Source: an optimization exercise on an open RTL-to-GDS flow (aim: small area). Production flows keep margins and buffers that such runs may drop.
Where RTL was checked, it was by simulation tests only, not by an equivalence proof against the original.
The clock input has no modelled driver; a real chip could not lean on it and would need a root buffer or a full tree.

## lcd_driver
module lcd_driver(line1, line2, clk, rst, lcd_rs, lcd_w, lcd_e, data);
For scale: about 22 flip-flops, about 270 I/O pins.
==> flow/config.mk <==
export PLATFORM = sky130hd
export DESIGN_NAME = lcd_driver
export DESIGN_NICKNAME = lcd_driver
export VERILOG_FILES = /design/flow/design.v
export SDC_FILE = /design/flow/constraint.sdc
export NUM_CORES = 4
export LEC_CHECK = 0
export CAP_MARGIN = 20
export CORE_MARGIN = 2
export CORE_UTILIZATION = 40
export GPL_TIMING_DRIVEN = 0
export SLEW_MARGIN = 20
export SYNTH_HIERARCHICAL = 1
==> flow/constraint.sdc <==
create_clock -name core_clock -period 10.0 [get_ports {clk}]
set_input_delay 2.0000 -clock core_clock [delete_from_list [all_inputs] [get_ports {clk}]]
set_output_delay 2.0000 -clock core_clock [all_outputs]
set_load 0.01 [all_outputs]
standard.sh (not shown) runs the stock make flow with config.mk's settings and CLKGATE_MAP_FILE= SYNTH_SCRIPT=/design/flow/synth_recipe.tcl, a recipe that flattens the netlist after the stock synthesis.
==> flow/flow/run.sh <==
#!/bin/bash
# Standard ORFS layout (standard.sh), except:
#  - synthesis maps with an area-oriented ABC script (flow/synth.tcl);
#  - the port buffers use the smallest buffer cell, sky130_fd_sc_hd__buf_1;
#  - clock tree synthesis uses small clock buffers and no dummy loads.
set -euo pipefail
here=$(pwd)
export AREA_ABC_SCRIPT=$here/flow/abc_area.script
export BUFFER_PORTS_ARGS="-buffer_cell sky130_fd_sc_hd__buf_1"
export CTS_ARGS="-sink_clustering_enable -repair_clock_nets -dont_use_dummy_load -buf_list {sky130_fd_sc_hd__clkbuf_2 sky130_fd_sc_hd__clkbuf_4 sky130_fd_sc_hd__clkbuf_8}"
bash standard.sh SYNTH_SCRIPT=$here/flow/synth.tcl finish > orfs_make.log 2>&1
==> flow/flow/abc_area.script <==
strash
dc2
&get -n
&dch -f
&nf -a -p
&put
==> flow/flow/synth.tcl <==
# synth_recipe.tcl (the standard synthesis), with ABC mapping for area:
# the abc call of ORFS's synth.tcl uses flow/abc_area.script instead of its
# own script, and no delay target.
proc synth {args} { yosys synth -nofsm -noshare {*}$args }
proc abc {args} {
  set i [lsearch $args -script]
  set args [lreplace $args $i [expr {$i+1}] -script $::env(AREA_ABC_SCRIPT)]
  set j [lsearch $args -D]
  if {$j >= 0} { set args [lreplace $args $j [expr {$j+1}]] }
  yosys abc {*}$args
}
source $::env(SCRIPTS_DIR)/synth.tcl
# left out here: clear keep_hierarchy, flatten, clean up, hide names made inside functions, write 1_2_yosys.v
The baseline completed without violations.
Edit:
- GPL_TIMING_DRIVEN: 0 -> not set
After rerunning: Utilization drops by 0.20 points; wire length climbs by about 4%; setup slack is better by 0.10 ns.

---

Setup of the baseline:
The RTL this note starts from:
==> flow/design.v <==
module lcd_driver(line1, line2, clk, rst, lcd_rs, lcd_w, lcd_e, data);
  input  [127:0] line1;
  input  [127:0] line2;
  input  clk;
  input  rst;
  output lcd_rs, lcd_w, lcd_e;
  output [3:0] data;
  reg [8:0] tmr;
  reg [1:0] ph;
  reg [1:0] sec;
  reg [3:0] c;
  reg       h;
  reg [3:0] dreg;
  wire tick = tmr[0] & ~tmr[1] & tmr[2] & ~tmr[3] & ~tmr[4] & ~tmr[5] &
              ~tmr[6] & ~tmr[7] & tmr[8];
  wire clr  = rst | tick;
  wire done = (&sec) & (&c) & h;
  wire adv  = tick & ~ph[1] & ~ph[0] & ~done;     
  wire p1_n = ~ph[1] & ph[0];                      
  wire p0_n = ~ph[1] & (ph[0] | ~done);            
  wire       c15   = &c;
  wire       inc_c = adv & h & ~(c15 & ~sec[1] & sec[0]);
  wire       inc_s = adv & h & c15;
  wire       h_d   = rst | (h ^ adv);
  wire [3:0] c_inc = {c[3] ^ (inc_c & c[2] & c[1] & c[0]),
                      c[2] ^ (inc_c & c[1] & c[0]),
                      c[1] ^ (inc_c & c[0]),
                      c[0] ^ inc_c};
  wire [3:0] c_d   = rst ? 4'd8 : c_inc;
  wire [1:0] sec_d = rst ? 2'd0 : {sec[1] ^ (inc_s & sec[0]), sec[0] ^ inc_s};
  wire [4:0] k = {c_d, h_d};
  wire [7:0] rown_a, coln;
  reg  [7:0] coln_r;
  integer q;
  always @* begin
    for (q = 0; q < 8; q = q + 1)
      coln_r[q] = ~(sec_d[0] & ({sec_d[1], k[4:3]} == q));
  end
  assign coln = coln_r;
  lcd_rowdec u_rowdec_a (.k(k[2:0]), .kn(~k[2:0]), .rown(rown_a));
  wire [3:0] nib, cmask;
  genvar gj, gc, gr;
  generate
    for (gj = 0; gj < 4; gj = gj + 1) begin : bit_g
      wire [7:0] y;
      for (gc = 0; gc < 8; gc = gc + 1) begin : col_g
        wire [7:0] d;
        for (gr = 0; gr < 8; gr = gr + 1) begin : row_g
          if (gc >= 4)
            assign d[gr] = line2[(31 - ((gc % 4) * 8 + gr)) * 4 + gj];
          else
            assign d[gr] = line1[(31 - ((gc % 4) * 8 + gr)) * 4 + gj];
        end
        lcd_and8 u_row (.sn(rown_a), .d(d), .y(y[gc]));
      end
      lcd_and8g u_col (.sn(coln), .d(y), .g(cmask[gj]), .y(nib[gj]));
    end
  endgenerate
  wire x = sec_d[1];
  wire [2:0] cc = c_d[2:0];
  wire hh = h_d;
  wire [3:0] cnib;
  assign cnib[0] = (~cc[2] & ~cc[0] & ~hh) | (~cc[2] & ~cc[1] & cc[0]) |
                   (cc[2] & cc[1] & ~cc[0] & hh);
  assign cnib[1] = (~cc[2] & ~hh) | (cc[2] & ~cc[1] & ~cc[0] & hh) |
                   (~cc[2] & cc[1] & ~cc[0]) | (~cc[2] & ~cc[1] & cc[0]);
  assign cnib[2] = (x & ~hh) | (cc[2] & ~cc[1] & hh);
  assign cnib[3] = (cc[2] & ~cc[1] & cc[0] & hh) | (cc[2] & cc[1] & cc[0] & ~hh) |
                   (~cc[2] & cc[1] & cc[0] & hh);
  assign cmask = cnib | {4{sec_d[0]}};
  always @(posedge clk) begin
    tmr  <= {~({8{clr}} | tmr[7:0]), ~clr & (tmr[3] ^ tmr[8])};
    if (rst)       ph <= 2'b10;
    else if (tick) ph <= {p1_n, p0_n};
    h    <= h_d;
    c    <= c_d;
    sec  <= sec_d;
    dreg <= nib;
  end
  assign lcd_rs = sec[0];
  assign lcd_w  = 1'b0;
  assign lcd_e  = ph[1] & ph[0];
  assign data   = dreg;
endmodule
module lcd_and8(sn, d, y);
  input  [7:0] sn;
  input  [7:0] d;
  output y;
  wire [3:0] z;
  lcd_oai22 u0 (.a0(d[0]), .s0(sn[0]), .a1(d[1]), .s1(sn[1]), .y(z[0]));
  lcd_oai22 u1 (.a0(d[2]), .s0(sn[2]), .a1(d[3]), .s1(sn[3]), .y(z[1]));
  lcd_oai22 u2 (.a0(d[4]), .s0(sn[4]), .a1(d[5]), .s1(sn[5]), .y(z[2]));
  lcd_oai22 u3 (.a0(d[6]), .s0(sn[6]), .a1(d[7]), .s1(sn[7]), .y(z[3]));
  lcd_nor4  u4 (.a(z), .y(y));
endmodule
module lcd_and8g(sn, d, g, y);
  input  [7:0] sn;
  input  [7:0] d;
  input  g;
  output y;
  wire [3:0] z;
  lcd_oai22  u0 (.a0(d[0]), .s0(sn[0]), .a1(d[1]), .s1(sn[1]), .y(z[0]));
  lcd_oai22  u1 (.a0(d[2]), .s0(sn[2]), .a1(d[3]), .s1(sn[3]), .y(z[1]));
  lcd_oai22  u2 (.a0(d[4]), .s0(sn[4]), .a1(d[5]), .s1(sn[5]), .y(z[2]));
  lcd_oai221 u3 (.a0(d[6]), .s0(sn[6]), .a1(d[7]), .s1(sn[7]), .g(g), .y(z[3]));
  lcd_nor4   u4 (.a(z), .y(y));
endmodule
module lcd_oai221(a0, s0, a1, s1, g, y);
  input a0, s0, a1, s1, g;
  output y;
  assign y = ~((a0 | s0) & (a1 | s1) & g);
endmodule
module lcd_oai22(a0, s0, a1, s1, y);
  input a0, s0, a1, s1;
  output y;
  assign y = ~((a0 | s0) & (a1 | s1));
endmodule
module lcd_nor4(a, y);
  input [3:0] a;
  output y;
  assign y = ~|a;
endmodule
module lcd_rowdec(k, kn, rown);
  input  [2:0] k, kn;
  output [7:0] rown;
  genvar i;
  generate
    for (i = 0; i < 8; i = i + 1) begin : r_g
      assign rown[i] = ~((i & 1 ? k[0] : kn[0]) & (i & 2 ? k[1] : kn[1]) &
                         (i & 4 ? k[2] : kn[2]));
    end
  endgenerate
endmodule
clock: 10.0 ns
lec_check: 0
cap_margin: 0
core_margin: 2
core_utilization: 30
gpl_timing_driven: 0
slew_margin: 0
synth_hierarchical: 1
==> flow/flow/run.sh <==
#!/bin/bash
# Standard ORFS layout (standard.sh), except:
#  - synthesis maps with several area-oriented ABC scripts and keeps the
#    smallest result (flow/synth.tcl, flow/abc_*.script);
#  - the port buffers use the smallest buffer cell, sky130_fd_sc_hd__buf_1;
#  - the clock tree is one sky130_fd_sc_hd__buf_12 driving every register
#    clock pin (flow/cts.tcl, run by ORFS's cts step in place of its
#    clock_tree_synthesis).
set -euo pipefail
here=$(pwd)
AREA_ABC_SCRIPTS=""
for s in $here/flow/abc_*.script; do AREA_ABC_SCRIPTS="$AREA_ABC_SCRIPTS $s"; done
export AREA_ABC_SCRIPTS
export BUFFER_PORTS_ARGS="-buffer_cell sky130_fd_sc_hd__buf_1"
export PRE_CTS_TCL=$here/flow/cts.tcl
export FLOW_CLOCK_PORT=clk FLOW_CLOCK_BUF=sky130_fd_sc_hd__buf_12 FLOW_CLOCK_NBUF=1
bash standard.sh SYNTH_SCRIPT=$here/flow/synth.tcl finish > orfs_make.log 2>&1
Other scripts of this flow, unchanged in this note and not shown: flow/flow/abc_P1.script, flow/flow/abc_P2.script, flow/flow/abc_P3.script, flow/flow/abc_P4.script, flow/flow/abc_P5.script, flow/flow/abc_P6.script, flow/flow/abc_P7.script, flow/flow/abc_P8.script, flow/flow/abc_Q1.script, flow/flow/abc_Q5.script, flow/flow/abc_Q7.script, flow/flow/cts.tcl, flow/flow/synth.tcl
What the candidate does differently from the baseline at the input level:
diff --git a/flow/config.mk b/flow/config.mk
--- a/flow/config.mk
+++ b/flow/config.mk
@@ -10 +10 @@
-export CORE_UTILIZATION = 30
+export CORE_UTILIZATION = 40
==> comparison <==
- The candidate did not finish; the tool stopped in 3_2_place_iop with error PPL-0024.
- From the baseline to the candidate the numbers moved as follows: number of enable-type register cells in the synthesized netlist level, post-synthesis compound-gate area fraction level, synthesized area level, net count after synthesis level, area share of fa/ha/maj cells after synthesis level.
- On synthesized cell count, the candidate and the baseline are basically level.
- Reported for the candidate and the baseline, post-synthesis share of cell area spent on and, or, nand and nor gates turned out identical to the last digit.
- Going from the baseline to the candidate, sequential-to-total area share from yosys stat level; y dimension of the die moved down; starting density of the core moved up; average cell area after synthesis level.
Function was not checked in any run of this note: the RTL went through the layout flow alone. The clock cells of the baseline come from the design's own scripts or RTL, not from TritonCTS.

[re-timing with driven ports]
The flow's constraints put no driver on any port. The routed layouts listed below were extracted and timed again, unchanged, in two steps. Step 1 assumes that a clkbuf_16 drives the clock port and a buf_2 every other input. Step 2 also shifts input and output timing later by t, the mid clock arrival at the registers, as if the neighbouring blocks saw the same clock. Three values: no drivers, after step 1, after step 2; two values: the first two.
| run | shift t [ns] | setup slack, ns | worst setup path after step 2 | latest minus earliest clock arrival (ns) | pins driven straight from the clock port |
|---|---|---|---|---|---|
| the first run of note 1 | 0.285 | 4.860 / 4.864 / 4.579 | input to register | 0.011 / 0.010 | 1 |
| the second run of note 1 | 0.294 | 4.965 / 4.967 / 4.673 | input to register | 0.004 / 0.005 | 1 |
| the baseline | 0.157 | 4.723 / 4.733 / 4.576 | input to register | 0.004 / 0.004 | 1 |
After both steps every run listed still meets setup and hold. For the second run of note 1, which loses most, drivers alone change the setup slack by +0.002 ns; drivers and shift together by -0.292 ns.
